This is an optimization exercise on Yosys and OpenROAD, whose aim is small area, not a production implementation.
Where RTL was checked, it was by simulation tests only, not by an equivalence proof against the original.
No activity file was given, so power comes from the tool's default toggle rates.

==> inputs of v23 <==
==> flow/design.v <==
module CPU (
	input  logic        clk, rst,
	input  logic [31:0] Instr,
	input  logic [31:0] ReadData,
	output logic [31:0] WriteData,
	output logic        MemWrite,
	output logic [31:0] PC,
	output logic [31:0] ALUResult,
	output logic [31:0] Result
);
	logic        started;
	logic [3:0]  flags;             
	logic [31:0] rf [0:14];         
	logic [3:0] cond, rn, rd, rm;
	logic [1:0] op;
	logic [5:0] funct;
	assign cond  = Instr[31:28];
	assign op    = Instr[27:26];
	assign funct = Instr[25:20];
	assign rn    = Instr[19:16];
	assign rd    = Instr[15:12];
	assign rm    = Instr[3:0];
	logic fV, fC, fN, fZ, condex;
	assign {fV, fC, fN, fZ} = flags;
	always_comb begin
		case (cond)
			4'b0000: condex = fZ;
			4'b0001: condex = ~fZ;
			4'b0010: condex = fC;
			4'b0011: condex = ~fC;
			4'b0100: condex = fN;
			4'b0101: condex = ~fN;
			4'b0110: condex = fV;
			4'b0111: condex = ~fV;
			4'b1000: condex = ~fZ & fC;
			4'b1001: condex = fZ | ~fC;
			4'b1010: condex = ~(fN ^ fV);
			4'b1011: condex = fN ^ fV;
			4'b1100: condex = ~fZ & ~(fN ^ fV);
			4'b1101: condex = fZ | (fN ^ fV);
			4'b1110: condex = 1'b1;
			default: condex = 1'b0;
		endcase
	end
	logic is_dp, is_ls, is_br;
	logic c_add, c_sub, c_and, c_orr, c_cmp;
	logic do_sub, do_log;
	logic regw, memw, memtoreg, alusrc, str;
	logic fw_vc, fw_nz;
	assign is_dp = (op == 2'b00);
	assign is_ls = (op == 2'b01);
	assign is_br = (op == 2'b10);
	assign c_add = (funct[4:1] == 4'b0100);
	assign c_sub = (funct[4:1] == 4'b0010);
	assign c_and = (funct[4:1] == 4'b0000);
	assign c_orr = (funct[4:1] == 4'b1100);
	assign c_cmp = (funct[4:1] == 4'b1010);
	assign do_sub   = is_dp & (c_sub | c_cmp);
	assign do_log   = is_dp & (c_and | c_orr);
	assign str      = is_ls & ~funct[0];
	assign regw     = is_dp | (is_ls & funct[0]);
	assign memw     = str;
	assign memtoreg = is_ls & funct[0];
	assign alusrc   = (is_dp & funct[5]) | is_ls | is_br;
	assign fw_vc    = is_dp & ((funct[0] & (c_add | c_sub | c_and | c_orr)) | c_cmp);
	assign fw_nz    = is_dp & ((funct[0] & (c_add | c_sub)) | c_cmp);
	logic [31:0] pc4, pc8;
	logic [31:3] inc;
	logic [32:3] ic;
	always_comb begin
		ic[3] = 1'b1;
		for (int i = 3; i < 32; i++) begin
			inc[i]  = PC[i] ^ ic[i];
			ic[i+1] = PC[i] & ic[i];
		end
	end
	assign pc8 = {inc, PC[2:0]};
	assign pc4 = {PC[2] ? inc : PC[31:3], ~PC[2], PC[1:0]};
	logic [3:0]  ra1, ra2;
	logic [31:0] rd1, rd2;
	assign ra1 = is_br ? 4'd15 : rn;
	assign ra2 = str ? rd : rm;
	always_comb begin
		rd1 = (ra1 == 4'd15) ? pc8 : 32'd0;
		rd2 = (ra2 == 4'd15) ? pc8 : 32'd0;
		for (int i = 0; i < 15; i++) begin
			rd1 = rd1 | ({32{ra1 == i[3:0]}} & rf[i]);
			rd2 = rd2 | ({32{ra2 == i[3:0]}} & rf[i]);
		end
	end
	assign WriteData = rd2;
	logic [31:0] imm, srcb, bx, sum, alu;
	logic        cout, v_add;
	always_comb begin
		if (is_br)      imm = {{6{Instr[23]}}, Instr[23:0], 2'b00};
		else if (is_ls) imm = {20'd0, Instr[11:0]};
		else            imm = {24'd0, Instr[7:0]};
	end
	assign srcb = alusrc ? imm : rd2;
	assign bx   = srcb ^ {32{do_sub}};
	localparam int K = 12;
	logic [32:0] c;
	logic [31:0] p, g;
	assign p = rd1 ^ bx;
	assign g = rd1 & bx;
	always_comb begin
		c[0] = do_sub;
		for (int i = 0; i < K; i++) begin
			sum[i]  = rd1[i] ^ bx[i] ^ c[i];
			c[i+1]  = (rd1[i] & bx[i]) | (rd1[i] & c[i]) | (bx[i] & c[i]);
		end
		for (int i = K; i < 32; i += 2) begin
			sum[i]   = p[i] ^ c[i];
			sum[i+1] = p[i+1] ^ (g[i] | (p[i] & c[i]));
			c[i+1]   = g[i] | (p[i] & c[i]);
			c[i+2]   = g[i+1] | (p[i+1] & g[i]) | (p[i+1] & p[i] & c[i]);
		end
	end
	assign cout = c[32];
	assign v_add = (rd1[31] == bx[31]) & (sum[31] != rd1[31]);
	always_comb begin
		if (do_log) alu = funct[4] ? (rd1 | srcb) : (rd1 & srcb);
		else        alu = sum;
	end
	assign ALUResult = alu;
	logic nV, nC, nN, nZ;
	assign nZ = (alu == 32'd0);
	assign nN = alu[31];
	assign nC = ~do_log & (cout ^ do_sub);
	assign nV = ~do_log & v_add;
	logic pcsrc, regwrite;
	assign Result   = memtoreg ? ReadData : alu;
	assign MemWrite = memw & condex;
	assign regwrite = regw & condex;
	assign pcsrc    = (((rd == 4'd15) & regw & ~(is_dp & c_cmp)) | is_br) & condex;
	always_ff @(posedge clk) begin
		started <= ~rst;
		PC <= (pcsrc ? Result : pc4) & {32{started & ~rst}};
	end
	always_ff @(posedge clk) begin
		if (rst) flags <= 4'd0;
		else begin
			if (fw_vc & condex) flags[3:2] <= {nV, nC};
			if (fw_nz & condex) flags[1:0] <= {nN, nZ};
		end
	end
	logic [31:0] wd;
	assign wd = Result & {32{~rst}};
	always_ff @(posedge clk) begin
		for (int i = 0; i < 15; i++)
			if (rst | (regwrite & (rd == i[3:0])))
				rf[i] <= wd;
	end
endmodule
==> flow/flow/run.sh <==
#!/bin/bash
# Own layout flow: the standard ORFS flow, with an area-oriented ABC mapping
# script (no buffering or gate upsizing in ABC) and minimum-size port buffers.
set -euo pipefail
W=$PWD
rm -rf "$W/scripts_own"
cp -r "$FLOW_HOME/scripts" "$W/scripts_own"
cp "$W/flow/abc.script" "$W/scripts_own/abc_speed.script"
bash "$W/standard.sh" \
  SCRIPTS_DIR="$W/scripts_own" \
  BUFFER_PORTS_ARGS="-buffer_cell sky130_fd_sc_hd__buf_1" \
  finish > "$W/orfs_make.log" 2>&1
==> flow/flow/abc.script <==
&get -n
&st
&dch -f
&nf -p -R 1000 -F 8 -A 8
&put
&get -n
&st
&dch -f
&nf -p -R 1000
&put
topo
==> flow/standard.sh <==
#!/bin/bash
# synth_recipe.tcl (not shown) runs the flow's synth.tcl, then flattens the netlist and writes it again
# the make line also repeats each setting of config.mk as NAME=value (left out here)
make -C /OpenROAD-flow-scripts/flow DESIGN_CONFIG=/design/flow/config.mk WORK_HOME=/design/flow/orfs CLKGATE_MAP_FILE= SYNTH_SCRIPT=/design/flow/synth_recipe.tcl "${@:-finish}"
==> flow/config.mk <==
export PLATFORM = sky130hd
export DESIGN_NAME = CPU
export DESIGN_NICKNAME = CPU
export VERILOG_FILES = /design/flow/design.v
export SDC_FILE = /design/flow/constraint.sdc
export NUM_CORES = 4
export LEC_CHECK = 0
export CAP_MARGIN = 20
export CORE_MARGIN = 2
export CORE_UTILIZATION = 40
export SLEW_MARGIN = 20
==> flow/constraint.sdc <==
create_clock -name core_clock -period 20.0 [get_ports {clk}]
set_input_delay 4.0000 -clock core_clock [delete_from_list [all_inputs] [get_ports {clk}]]
set_output_delay 4.0000 -clock core_clock [all_outputs]
set_load 0.01 [all_outputs]
==> v9 (differences from v23) <==
--- a/flow/design.v
+++ b/flow/design.v
@@ -65,5 +65,5 @@
 	assign fw_vc    = is_dp & ((funct[0] & (c_add | c_sub | c_and | c_orr)) | c_cmp);
 	assign fw_nz    = is_dp & ((funct[0] & (c_add | c_sub)) | c_cmp);
-	logic [31:0] pc4, pc8;
+	logic [31:0] pc8;
 	logic [31:3] inc;
 	logic [32:3] ic;
@@ -76,17 +76,27 @@
 	end
 	assign pc8 = {inc, PC[2:0]};
-	assign pc4 = {PC[2] ? inc : PC[31:3], ~PC[2], PC[1:0]};
 	logic [3:0]  ra1, ra2;
 	logic [31:0] rd1, rd2;
 	assign ra1 = is_br ? 4'd15 : rn;
 	assign ra2 = str ? rd : rm;
+	logic [15:0] sel1, sel2;
 	always_comb begin
-		rd1 = (ra1 == 4'd15) ? pc8 : 32'd0;
-		rd2 = (ra2 == 4'd15) ? pc8 : 32'd0;
-		for (int i = 0; i < 15; i++) begin
-			rd1 = rd1 | ({32{ra1 == i[3:0]}} & rf[i]);
-			rd2 = rd2 | ({32{ra2 == i[3:0]}} & rf[i]);
+		for (int i = 0; i < 16; i++) begin
+			sel1[i] = (ra1 == i[3:0]);
+			sel2[i] = (ra2 == i[3:0]);
 		end
 	end
+	logic [31:0] q1 [0:5];
+	logic [31:0] q2 [0:5];
+	always_comb begin
+		for (int k = 0; k < 5; k++) begin
+			q1[k] = ~(({32{sel1[3*k]}} & rf[3*k]) | ({32{sel1[3*k+1]}} & rf[3*k+1]) | ({32{sel1[3*k+2]}} & rf[3*k+2]));
+			q2[k] = ~(({32{sel2[3*k]}} & rf[3*k]) | ({32{sel2[3*k+1]}} & rf[3*k+1]) | ({32{sel2[3*k+2]}} & rf[3*k+2]));
+		end
+		q1[5] = ~({32{sel1[15]}} & pc8);
+		q2[5] = ~({32{sel2[15]}} & pc8);
+	end
+	assign rd1 = ~(q1[0] & q1[1] & q1[2] & q1[3] & q1[4] & q1[5]);
+	assign rd2 = ~(q2[0] & q2[1] & q2[2] & q2[3] & q2[4] & q2[5]);
 	assign WriteData = rd2;
 	logic [31:0] imm, srcb, bx, sum, alu;
@@ -99,5 +109,5 @@
 	assign srcb = alusrc ? imm : rd2;
 	assign bx   = srcb ^ {32{do_sub}};
-	localparam int K = 12;
+	localparam int K = 4;
 	logic [32:0] c;
 	logic [31:0] p, g;
@@ -119,8 +129,9 @@
 	assign cout = c[32];
 	assign v_add = (rd1[31] == bx[31]) & (sum[31] != rd1[31]);
-	always_comb begin
-		if (do_log) alu = funct[4] ? (rd1 | srcb) : (rd1 & srcb);
-		else        alu = sum;
-	end
+	logic s_sum, s_and, s_orr;
+	assign s_sum = ~rst & ~do_log;
+	assign s_and = ~rst & do_log & ~funct[4];
+	assign s_orr = ~rst & do_log & funct[4];
+	assign alu = ({32{s_sum}} & sum) | ({32{s_and}} & (rd1 & srcb)) | ({32{s_orr}} & (rd1 | srcb));
 	assign ALUResult = alu;
 	logic nV, nC, nN, nZ;
@@ -130,11 +141,16 @@
 	assign nV = ~do_log & v_add;
 	logic pcsrc, regwrite;
-	assign Result   = memtoreg ? ReadData : alu;
+	assign Result   = (memtoreg & ~rst) ? ReadData : alu;
 	assign MemWrite = memw & condex;
 	assign regwrite = regw & condex;
 	assign pcsrc    = (((rd == 4'd15) & regw & ~(is_dp & c_cmp)) | is_br) & condex;
+	logic go, s_res, s_seq;
+	assign go    = started & ~rst;
+	assign s_res = go & pcsrc;
+	assign s_seq = go & ~pcsrc;
 	always_ff @(posedge clk) begin
 		started <= ~rst;
-		PC <= (pcsrc ? Result : pc4) & {32{started & ~rst}};
+		PC[31:3] <= ({29{s_res}} & Result[31:3]) | ({29{s_seq & PC[2]}} & inc) | ({29{s_seq & ~PC[2]}} & PC[31:3]);
+		PC[2:0]  <= ({3{s_res}} & Result[2:0]) | ({3{s_seq}} & {~PC[2], PC[1:0]});
 	end
 	always_ff @(posedge clk) begin
@@ -146,5 +162,5 @@
 	end
 	logic [31:0] wd;
-	assign wd = Result & {32{~rst}};
+	assign wd = Result;    
 	always_ff @(posedge clk) begin
 		for (int i = 0; i < 15; i++)
==> flow/flow/run.sh (replaced) <==
#!/bin/bash
# Own layout flow: the standard ORFS flow (standard.sh) with
#  - an area-oriented ABC mapping script (no buffering or gate upsizing in ABC),
#  - minimum-size port buffers,
#  - a clock tree without dummy loads and with larger sink clusters,
set -euo pipefail
W=$PWD
rm -rf "$W/scripts_own"
cp -r "$FLOW_HOME/scripts" "$W/scripts_own"
cp "$W/flow/abc.script" "$W/scripts_own/abc_speed.script"
bash "$W/standard.sh" \
  SCRIPTS_DIR="$W/scripts_own" \
  BUFFER_PORTS_ARGS="-buffer_cell sky130_fd_sc_hd__buf_1" \
  CTS_ARGS="-sink_clustering_enable -repair_clock_nets -dont_use_dummy_load -buf_list {sky130_fd_sc_hd__clkbuf_4 sky130_fd_sc_hd__clkbuf_8} -sink_clustering_size 16 -sink_clustering_max_diameter 65" \
  finish > "$W/orfs_make.log" 2>&1
==> flow/flow/abc.script (replaced) <==
&get -n
&st
&dch -f
&nf -p -R 1000 -F 8 -A 8 -E 100
&put
&get -n
&st
&dch -f
&nf -p -R 1000 -E 100
&put
topo
CAP_MARGIN = 10   (was 20)
CORE_UTILIZATION = 58   (was 40)
PLACE_DENSITY = 0.72   (was not set)
SLEW_MARGIN = 10   (was 20)
==> qor summary <==
Run status: v23 finished clean; v9 finished clean
Fin cells: v23 3045; v9 2534
PwrDens: v23 120 nW/um^2; v9 112 nW/um^2
Cells after Synth: v23 1818; v9 1688
Die boundary height: v23 250 microns; v9 207 microns
Multi-input combinational cell area: v23 9310 sq um; v9 8740 sq um
Pin count of the biggest net entering global routing: v23 35; v9 39
Number of cells on the worst reg-to-reg path: v23 48; v9 39
Slack of the critical path: v23 0.575 ns; v9 1.00 ns
Clock network power consumption: v23 1040 uW; v9 527 uW
# rows: v23 90; v9 74
Clock slew at reported path FFs: v23 0.06 ns; v9 0.11 ns
Share of the clock period used by the worst path after layout: v23 97.1%; v9 95.0%
Met2 track utilization from global routing: v23 49.8%; v9 59.9%
Postcts setup bufs: v23 1; v9 0
Number of library cell types mapped by synthesis: v23 43; v9 45
HPWL Detailed: v23 66100 microns; v9 58500 microns
Worst-case clock skew: v23 0.0154 ns; v9 0.0547 ns
Share of total power consumed by net switching: v23 32.9%; v9 34.3%
Mean post-synth cell area: v23 13.3 sq um; v9 14.1 sq um
Multi-input gate share of the layout cell area: v23 31.7%; v9 32.6%
Slowest Stage Delay on Critical Path: v23 0.57 ns; v9 0.51 ns
Total length of routed met3 wires: v23 16000 microns; v9 18800 microns
DRT iter0 DRCs: v23 5119; v9 6741
Only the layout flow was run in v23; the RTL was not checked for function there.

port drivers added, routing unchanged:
In the flow no input, the clock included, has a driving cell. The finished layouts below were timed again as built, in two steps.
Step 1 assumes that a clkbuf_16 drives the clock port and a buf_2 every other input.
Step 2 also shifts input and output timing later by t, the mid clock arrival at the registers, as if the neighbouring blocks saw the same clock.
Slacks: ideal ports / drivers / drivers and shift; pairs: ideal ports / drivers.
| run | t, ns | setup WS [ns] | hold slack, ns |
|---|---|---|---|
| v23 | 0.669 | 0.575 / 0.550 / 0.550 | 0.538 / 0.538 / 0.538 |
| v9 | 0.689 | 1.002 / 0.971 / 0.971 | 0.514 / 0.514 / 0.514 |
After both steps setup and hold are still met in every run listed. The setup slack of v9, which loses most, moves by -0.031 ns with the drivers and by -0.031 ns with both steps.
